This design comes from an exercise in tuning for small area and a short achievable clock period on the open sky130 flow, not from production work.
The RTL was checked by simulation tests, not by an equivalence proof against the original design.
Power is estimated from default activity; no workload was simulated.

==> v33: inputs <==
Design Convolution_with_pipeline, start of the top module:
module Convolution_with_pipeline(clk, rst_n, in_valid, weight_valid, In_IFM_1, In_IFM_2, In_IFM_3, In_IFM_4, In_IFM_5, In_IFM_6, In_IFM_7, In_IFM_8, In_IFM_9, In_Weight_1, In_Weight_2, In_Weight_3, In_Weight_4, In_Weight_5, In_Weight_6, In_Weight_7, In_Weight_8, In_Weight_9, out_valid, Out_OFM);
input clk, rst_n, in_valid, weight_valid;
input [7:0] In_IFM_1;
input [7:0] In_IFM_2;
input [7:0] In_IFM_3;
input [7:0] In_IFM_4;
input [7:0] In_IFM_5;
input [7:0] In_IFM_6;
input [7:0] In_IFM_7;
input [7:0] In_IFM_8;
input [7:0] In_IFM_9;
input [7:0] In_Weight_1;
input [7:0] In_Weight_2;
input [7:0] In_Weight_3;
input [7:0] In_Weight_4;
input [7:0] In_Weight_5;
input [7:0] In_Weight_6;
input [7:0] In_Weight_7;
input [7:0] In_Weight_8;
input [7:0] In_Weight_9;
output out_valid;
output [20:0] Out_OFM;
reg v1, v2, v3;
always @(posedge clk or negedge rst_n)
  if (!rst_n) begin v1 <= 1'b0; v2 <= 1'b0; v3 <= 1'b0; end
  else begin v1 <= in_valid; v2 <= v1; v3 <= v2; end
assign out_valid = v3;
wire s1, c2;
wire s3, c4;
wire s5, c6;
wire s7, c8;
wire s9, c10;
wire s11, c12;
wire s13, c14;
wire s15, c16;
wire s17, c18;
wire s19, c20;
wire s21, c22;
wire s23, c24;
wire s25, c26;
wire s27, c28;
  ...
export LEC_CHECK = 0
export CAP_MARGIN = 20
export CORE_MARGIN = 2
export CORE_UTILIZATION = 40
export SETUP_SLACK_MARGIN = 2.3
export SLEW_MARGIN = 20
export SYNTH_HIERARCHICAL = 1
create_clock -name core_clock -period 5.0 [get_ports {clk}]
standard.sh (not shown) runs the stock make flow with config.mk's settings and CLKGATE_MAP_FILE= SYNTH_SCRIPT=/design/flow/synth_recipe.tcl, a recipe that flattens the netlist after the stock synthesis.
==> flow/flow/run.sh <==
#!/bin/bash
# The standard layout, with plain buffers on the ports instead of the
# delay cells buffer_ports picks by default. Each tool's log stays in orfs/logs;
# make's own output goes to standard.log.
set -euo pipefail
export BUFFER_PORTS_ARGS="-buffer_cell sky130_fd_sc_hd__buf_2"
bash standard.sh > standard.log 2>&1
==> v21 (differences from v33) <==
--- a/flow/flow/run.sh
+++ b/flow/flow/run.sh
@@ -6,2 +6,3 @@
 export BUFFER_PORTS_ARGS="-buffer_cell sky130_fd_sc_hd__buf_2"
+export CTS_ARGS="-sink_clustering_enable -repair_clock_nets -dont_use_dummy_load -sink_clustering_size 12 -sink_clustering_max_diameter 60 -buf_list sky130_fd_sc_hd__clkbuf_8"
 bash standard.sh > standard.log 2>&1
- CORE_UTILIZATION: 40 -> 60
- PLACE_DENSITY: unset -> 0.75
- SETUP_SLACK_MARGIN: 2.3 -> 2.1
- TNS_END_PERCENT: unset -> 20
==> notes.md <==
Between v21 and v33, the lower cell area is in v21 (gap 13%, measured against v33). Cell count: v33 is larger than v21 (15%). First-iteration DRC count: v21 is larger than v33 (about 18%). Of v33 and v21, v33 has the higher routed wire length (gap about 20%, measured against v21). In v21 the combinational power is smaller than in v33, by about 9%. Between v21 and v33, the lower worst setup slack is in v21 (gap 43 ps). Synthesized cell count is the same in v21 and v33. Between v33 and v21, the lower count of clock-buffer cells in the layout is in v21 (gap 14). In v33 the die area is larger than in v21, by about 50%. Clock skew: v33 is lower than v21 (26 ps).


==> cedar: inputs <==
Starting RTL as in the previous note.
export LEC_CHECK = 0
export CAP_MARGIN = 20
export CORE_MARGIN = 2
export CORE_UTILIZATION = 40
export CTS_BUF_LIST = sky130_fd_sc_hd__clkbuf_8
export CTS_CLUSTER_SIZE = 30
export SETUP_SLACK_MARGIN = 2.3
export SLEW_MARGIN = 20
export SYNTH_HIERARCHICAL = 1
create_clock -name core_clock -period 5.0 [get_ports {clk}]
==> flow/flow/run.sh <==
#!/bin/bash
# The standard layout, with plain buffers on the ports instead of the
# delay cells buffer_ports picks by default. Each tool's log stays in orfs/logs;
# make's own output goes to standard.log.
set -euo pipefail
export BUFFER_PORTS_ARGS="-buffer_cell sky130_fd_sc_hd__buf_2"
bash standard.sh > standard.log 2>&1
==> quartz (differences from cedar) <==
--- a/flow/flow/run.sh
+++ b/flow/flow/run.sh
@@ -5,3 +5,4 @@
 set -euo pipefail
 export BUFFER_PORTS_ARGS="-buffer_cell sky130_fd_sc_hd__buf_2"
+export CTS_ARGS="-sink_clustering_enable -repair_clock_nets -dont_use_dummy_load -sink_clustering_size 20 -sink_clustering_max_diameter 100"
 bash standard.sh > standard.log 2>&1
Settings changed: CORE_UTILIZATION 40 to 60, CTS_BUF_LIST sky130_fd_sc_hd__clkbuf_8 to not set, CTS_CLUSTER_SIZE 30 to not set, PLACE_DENSITY set to 0.75, SETUP_SLACK_MARGIN 2.3 to 2.2.
==> zinc (differences from cedar) <==
--- a/flow/flow/run.sh
+++ b/flow/flow/run.sh
@@ -5,3 +5,4 @@
 set -euo pipefail
 export BUFFER_PORTS_ARGS="-buffer_cell sky130_fd_sc_hd__buf_2"
+export CTS_ARGS="-sink_clustering_enable -repair_clock_nets -dont_use_dummy_load -sink_clustering_size 12 -sink_clustering_max_diameter 60 -buf_list sky130_fd_sc_hd__clkbuf_8"
 bash standard.sh > standard.log 2>&1
Settings changed: CORE_UTILIZATION 40 to 65, CTS_BUF_LIST sky130_fd_sc_hd__clkbuf_8 to not set, CTS_CLUSTER_SIZE 30 to not set, PLACE_DENSITY set to 0.8, SETUP_SLACK_MARGIN 2.3 to 2.0.
==> amber (differences from cedar) <==
--- a/flow/flow/run.sh
+++ b/flow/flow/run.sh
@@ -5,3 +5,5 @@
 set -euo pipefail
 export BUFFER_PORTS_ARGS="-buffer_cell sky130_fd_sc_hd__buf_2"
+export CTS_ARGS="-sink_clustering_enable -repair_clock_nets -dont_use_dummy_load -sink_clustering_size 20 -sink_clustering_max_diameter 100"
+export RECOVER_POWER=100
 bash standard.sh > standard.log 2>&1
Settings changed: CORE_UTILIZATION 40 to 60, CTS_BUF_LIST sky130_fd_sc_hd__clkbuf_8 to not set, CTS_CLUSTER_SIZE 30 to not set, PLACE_DENSITY set to 0.75, SETUP_SLACK_MARGIN 2.3 to 2.1.
==> summary of the runs <==
- quartz passed the timing, DRC and antenna checks. zinc went through all stages and came out clean. amber completed with no timing, DRC or antenna violations. cedar completed with no timing, DRC or antenna violations.
- Utilization: quartz is higher than amber (2.8 points).
- Register-to-register slack: cedar > quartz > zinc > amber.
- In combinational power, zinc and amber hardly differ.
- In quartz the non-clock buffer count is higher than in amber, by 5.
- In zinc the final cell count is smaller than in cedar, by about 15%.

[port drivers added, routing unchanged]
No port has a modelled driver above. Below, the same layouts with a new extraction and two added sets of constraints.
Step 1 assumes that a clkbuf_16 drives the clock port and a buf_2 every other input.
Step 2 adds t to the input delays and takes it off the output delays; t is the mean of the earliest and latest rising clock arrival at the registers after step 1. Input paths then give back, and output paths get back, about the clock's delay inside the block.
Three values: ideal, step 1, step 2; two values: the first two.
| run | t (ns) | slack for setup (ns) | latest minus earliest clock arrival (ns) |
|---|---|---|---|
| v33 | 0.623 | 2.038 / 1.684 / 1.061 | 0.019 / 0.019 |
| v21 | 0.613 | 1.995 / 1.890 / 1.277 | 0.045 / 0.045 |
| cedar | 0.724 | 2.095 / 1.758 / 1.035 | 0.046 / 0.047 |
| quartz | 0.576 | 2.015 / 1.666 / 1.090 | 0.027 / 0.028 |
| zinc | 0.587 | 1.982 / 1.921 / 1.335 | 0.039 / 0.039 |
| amber | 0.574 | 1.251 / 0.928 / 0.354 | 0.022 / 0.022 |
After both steps every run listed still meets setup and hold. The setup slack of cedar, which loses most, moves by -0.337 ns with the drivers and by -1.060 ns with both steps.
